Source: an optimization exercise on an open RTL-to-GDS flow (aim: small area and a short achievable clock period). Production flows keep margins and buffers that such runs may drop.
In this exercise RTL edits were held to simulation tests only and were not proved equivalent to the original.
Power and IR drop assume default switching activity.

==> flow/design.v <==
`timescale 1ns/10ps
module bk_add #(parameter N = 64) (input logic [N-1:0] a, b, input logic cin,
		output logic [N-1:0] s, output logic co);
	localparam int TOP = (N > 32) ? 32 : (N > 16) ? 16 : (N > 8) ? 8 : (N > 4) ? 4 : (N > 2) ? 2 : 1;
	logic [N-1:0] g, p, gg, pp;
	always_comb begin
		g = a & b;
		p = a ^ b;
		gg = g;
		pp = p;
		gg[0] = g[0] | (p[0] & cin);
		for (int d = 1; d < N; d = d * 2)
			for (int i = 2*d - 1; i < N; i += 2*d) begin
				gg[i] = gg[i] | (pp[i] & gg[i-d]);
				pp[i] = pp[i] & pp[i-d];
			end
		for (int d = TOP; d >= 1; d = d / 2)
			for (int i = 3*d - 1; i < N; i += 2*d) begin
				gg[i] = gg[i] | (pp[i] & gg[i-d]);
				pp[i] = pp[i] & pp[i-d];
			end
		s = p ^ {gg[N-2:0], cin};
		co = gg[N-1];
	end
endmodule
module rf_aoi3(input logic s0, s1, s2, d0, d1, d2, output logic y);
	assign y = ~((s0 & d0) | (s1 & d1) | (s2 & d2));
endmodule
module rf_nand2(input logic a, b, output logic y);
	assign y = ~(a & b);
endmodule
module rf_nand11(input logic [10:0] y, output logic q);
	assign q = ~&y;
endmodule
module rf_rdbit(input logic [30:0] s, input logic [30:0] d, output logic q);
	logic [10:0] y;
	for (genvar k = 0; k < 10; k++) begin : g
		rf_aoi3 a(.s0(s[3*k]), .s1(s[3*k+1]), .s2(s[3*k+2]), .d0(d[3*k]), .d1(d[3*k+1]), .d2(d[3*k+2]), .y(y[k]));
	end
	rf_nand2 n(.a(s[30]), .b(d[30]), .y(y[10]));
	rf_nand11 o(.y(y), .q(q));
endmodule
module inc_dec #(parameter N = 36) (input logic [N-1:0] x, output logic [N-1:0] inc, dec);
	assign inc = x + 1'b1;
	assign dec = x - 1'b1;
endmodule
module CPU_pipeline(clk, reset, imem_addr, imem_data, dmem_addr, dmem_wdata, dmem_we, dmem_re, dmem_rdata);
	input logic clk, reset;
	output logic [63:0] imem_addr;
	input logic [31:0] imem_data;
	output logic [63:0] dmem_addr, dmem_wdata;
	output logic dmem_we, dmem_re;
	input logic [63:0] dmem_rdata;
	logic [63:0] pc;                  
	logic [25:0] inst;                
	logic [4:0]  r2a;                 
	logic        d_unc, d_blt, d_cbz, d_cb, d_bl, d_br, d_stur, d_addi, d_ldst,
	             d_subs, d_setf, d_regw, d_alusrc;  
	logic [63:0] pc_id;
	logic [4:0]  rd_ex;               
	logic [63:0] a_ex, b_ex;          
	logic [11:0] imm_ex;
	logic        immhi_ex, alusrc_ex, sub_ex, setf_ex, regw_ex, memr_ex, memw_ex, bl_ex, br_ex;
	logic        lt_flag;             
	logic [63:0] addr_mem, sdata_mem;  
	logic [4:0]  rd_mem;
	logic        regw_mem, memr_mem, memw_mem, bl_mem;
	logic [63:0] wb_val;              
	logic [4:0]  rd_wb;
	logic        regw_wb, bl_wb;
	logic [30:0][63:0] rf;            
	logic [10:0] op;
	assign op = imem_data[31:21];
	logic isADDI, isADDS, isB, isBLT, isBL, isBR, isCBZ, isLDUR, isSTUR, isSUBS;
	assign isADDI = op[10:1] == 10'b1001000100;
	assign isADDS = op == 11'b10101011000;
	assign isB    = op[10:5] == 6'b000101;
	assign isBLT  = op[10:3] == 8'b01010100;
	assign isBL   = op[10:5] == 6'b100101;
	assign isBR   = op == 11'b11010110000;
	assign isCBZ  = op[10:3] == 8'b10110100;
	assign isLDUR = op == 11'b11111000010;
	assign isSTUR = op == 11'b11111000000;
	assign isSUBS = op == 11'b11101011000;
	logic reg2loc;
	assign reg2loc = isADDI | isBR | isCBZ | isLDUR | isSTUR;
	always_ff @(posedge clk) begin
		inst <= imem_data[25:0];
		r2a <= reg2loc ? imem_data[4:0] : imem_data[20:16];
		d_unc <= ~reset & (isB | isBL | isBR);
		d_blt <= ~reset & isBLT;
		d_cbz <= ~reset & isCBZ;
		d_cb <= isBLT | isCBZ;
		d_bl <= ~reset & isBL;
		d_br <= ~reset & isBR;
		d_stur <= ~reset & isSTUR;
		d_addi <= ~reset & isADDI;
		d_ldst <= ~reset & (isLDUR | isSTUR);
		d_subs <= ~reset & isSUBS;
		d_setf <= ~reset & (isADDS | isSUBS);
		d_regw <= ~reset & (isADDI | isADDS | isSUBS | isLDUR | isBL);
		d_alusrc <= ~reset & (isADDI | isLDUR | isSTUR | isBL);
		pc_id <= pc;
	end
	logic [4:0] r1a;
	assign r1a = inst[9:5];
	logic [30:0] s1, s2;
	always_comb
		for (int i = 0; i < 31; i++) begin
			s1[i] = r1a == 5'(i);
			s2[i] = r2a == 5'(i);
		end
	logic [63:0] raw1, raw2;
	for (genvar b = 0; b < 64; b++) begin : rd
		logic [30:0] col;
		for (genvar i = 0; i < 31; i++) begin : c
			assign col[i] = rf[i][b];
		end
		rf_rdbit p1(.s(s1), .d(col), .q(raw1[b]));
		rf_rdbit p2(.s(s2), .d(col), .q(raw2[b]));
	end
	logic taken;
	assign taken = d_unc | (d_blt & lt_flag) | (d_cbz & ~|raw2);
	logic [25:0] offw;
	always_comb begin
		if (d_br)      offw = {{20{inst[15]}}, inst[15:10]};   
		else if (d_cb) offw = {{7{inst[23]}}, inst[23:5]};     
		else           offw = inst[25:0];                      
	end
	logic [25:0] tlo;
	logic tc;
	bk_add #(26) tadd(.a(pc_id[27:2]), .b(offw), .cin(1'b0), .s(tlo), .co(tc));
	logic [35:0] thi, hinc, hdec;
	inc_dec #(36) thid(.x(pc_id[63:28]), .inc(hinc), .dec(hdec));
	always_comb begin
		if (tc == offw[25]) thi = pc_id[63:28];
		else if (tc)        thi = hinc;
		else                thi = hdec;
	end
	logic [63:0] target;
	assign target = {thi, tlo, pc_id[1:0]};
	logic [63:0] next_pc;
	assign next_pc = br_ex ? raw2 : (taken ? target : pc + 64'd4);
	always_ff @(posedge clk)
		pc <= reset ? 64'd0 : next_pc;
	assign imem_addr = pc;
	logic [63:0] sum, wb_next;
	logic ex_ok, mem_ok, wb_ok;
	assign ex_ok = regw_ex & ~&rd_ex;
	assign mem_ok = regw_mem & ~&rd_mem;
	assign wb_ok = regw_wb & ~&rd_wb;
	logic fA1, fA2, fA3, fB1, fB2, fB3;
	assign fA1 = ex_ok & (rd_ex == r1a);
	assign fA2 = mem_ok & (rd_mem == r1a);
	assign fA3 = wb_ok & (rd_wb == r1a);
	assign fB1 = ex_ok & (rd_ex == r2a);
	assign fB2 = mem_ok & (rd_mem == r2a);
	assign fB3 = wb_ok & (rd_wb[3:0] == r2a[3:0]) & (rd_wb[4] == inst[9]);
	always_ff @(posedge clk) begin
		rd_ex <= inst[4:0];
		if (d_bl) a_ex <= pc_id;       
		else if (fA1) a_ex <= sum;
		else if (fA2) a_ex <= wb_next;
		else if (fA3) a_ex <= wb_val;
		else a_ex <= raw1;
		if (d_stur) b_ex <= raw2;      
		else if (fB1) b_ex <= sum;
		else if (fB2) b_ex <= wb_next;
		else if (fB3) b_ex <= wb_val;
		else b_ex <= raw2;
		imm_ex <= d_addi ? inst[21:10] : (d_bl ? 12'd4 : {{3{inst[20]}}, inst[20:12]});
		immhi_ex <= d_ldst & inst[20];
		alusrc_ex <= d_alusrc;
		sub_ex <= d_subs;
		setf_ex <= d_setf;
		regw_ex <= d_regw;
		memr_ex <= d_ldst;
		memw_ex <= d_stur;
		bl_ex <= d_bl;
		br_ex <= d_br;
	end
	logic [63:0] opB, opBx;
	assign opB = alusrc_ex ? {{52{immhi_ex}}, imm_ex} : b_ex;
	assign opBx = sub_ex ? ~opB : opB;
	logic co;
	bk_add #(64) alu(.a(a_ex), .b(opBx), .cin(sub_ex), .s(sum), .co(co));
	always_ff @(posedge clk) begin
		if (reset) lt_flag <= 1'b0;
		else if (setf_ex) lt_flag <= a_ex[63] ^ opBx[63] ^ co;
		addr_mem <= sum;
		sdata_mem <= b_ex;
		rd_mem <= rd_ex;
		regw_mem <= regw_ex;
		memr_mem <= memr_ex;
		memw_mem <= memw_ex;
		bl_mem <= bl_ex;
	end
	assign dmem_addr = addr_mem;
	assign dmem_wdata = sdata_mem;
	assign dmem_we = memw_mem;
	assign dmem_re = memr_mem;
	assign wb_next = memr_mem ? dmem_rdata : addr_mem;
	always_ff @(posedge clk) begin
		wb_val <= wb_next;
		rd_wb <= rd_mem;
		regw_wb <= regw_mem;
		bl_wb <= bl_mem;
	end
	logic [4:0] wa;
	assign wa = bl_wb ? 5'd30 : rd_wb;
	always_ff @(posedge clk) begin
		for (int i = 0; i < 31; i++)
			if (regw_wb && wa == 5'(i)) rf[i] <= wb_val;
	end
endmodule
clock: 32.0 ns
lec_check: 0
cap_margin: 20
core_margin: 2
core_utilization: 50
cts_cluster_diameter: 100
cts_cluster_size: 20
slew_margin: 20
synth_hierarchical: 1
run.sh (not shown) runs the stock make flow with config.mk's settings and CLKGATE_MAP_FILE= SYNTH_SCRIPT=/design/flow/synth_recipe.tcl, a recipe that flattens the netlist after the stock synthesis.
The starting point passed the timing, design-rule and antenna checks.
Change:
==> flow/flow/run.sh (new file) <==
#!/bin/bash
# The standard layout (standard.sh), with these changes to how it is made:
# - the port buffers are buf_2 cells instead of the default choice;
# - the clock tree's sinks are clustered in larger groups, without dummy loads;
# - the resizer's repair_timing aims for extra setup slack (the SDC is unchanged).
# The make output goes to flow_make.log here; each ORFS step keeps its own log under orfs/logs/.
set -uo pipefail
export BUFFER_PORTS_ARGS="-buffer_cell sky130_fd_sc_hd__buf_2"
export CTS_ARGS="-sink_clustering_enable -repair_clock_nets -sink_clustering_size 20 -sink_clustering_max_diameter 100 -dont_use_dummy_load"
export SETUP_SLACK_MARGIN=24.2
bash standard.sh finish > flow_make.log 2>&1
==> flow/standard.sh (new file) <==
#!/bin/bash
# synth_recipe.tcl (not shown) runs the flow's synth.tcl, then flattens the netlist and writes it again
# the make line also repeats each setting of config.mk as NAME=value (left out here)
make -C /OpenROAD-flow-scripts/flow DESIGN_CONFIG=/design/flow/config.mk WORK_HOME=/design/flow/orfs CLKGATE_MAP_FILE= SYNTH_SCRIPT=/design/flow/synth_recipe.tcl "${@:-finish}"
- CTS_CLUSTER_DIAMETER: 100 -> default
- CTS_CLUSTER_SIZE: 20 -> default
removed: flow/run.sh
Outcome: Fmax rose by 10%. Clock-buffer cell count fell by 35. Synthesized area stays the same. Critical path depth stays the same. Via count rose by 0.74%. Clock power fell by about 5%. Final area fell by 0.91%. Combinational power is about the same. Die area does not change.

separate check: timing with driven ports:
The results above use ideal ports. As a check the final layouts listed here were re-extracted and re-timed, cells and wires unchanged.
Step 1 sets driving cells, clkbuf_16 on the clock port and buf_2 on the other inputs (assumed; they add their load-dependent delay and slew).
Step 2 times the ports against the registers' clock, not the clock port: input delays grow and output delays shrink by t, the midpoint of the rising clock arrivals with the driver on.
Slacks: no drivers / after step 1 / after step 2; pairs: no drivers / after step 1.
| run | t (ns) | setup slack, ns | worst hold slack (ns) | worst setup path after step 2 | latest minus earliest clock arrival (ns) |
|---|---|---|---|---|---|
| the first run | 0.946 | 23.388 / 23.299 / 23.335 | 0.330 / 0.330 / 0.330 | input to register | 0.037 / 0.038 |
| the second run | 0.929 | 24.204 / 24.111 / 23.615 | 0.313 / 0.313 / 0.313 | input to register | 0.067 / 0.066 |
After both steps every run listed still meets setup and hold. The setup slack of the second run, which loses most, moves by -0.093 ns with the drivers and by -0.589 ns with both steps.
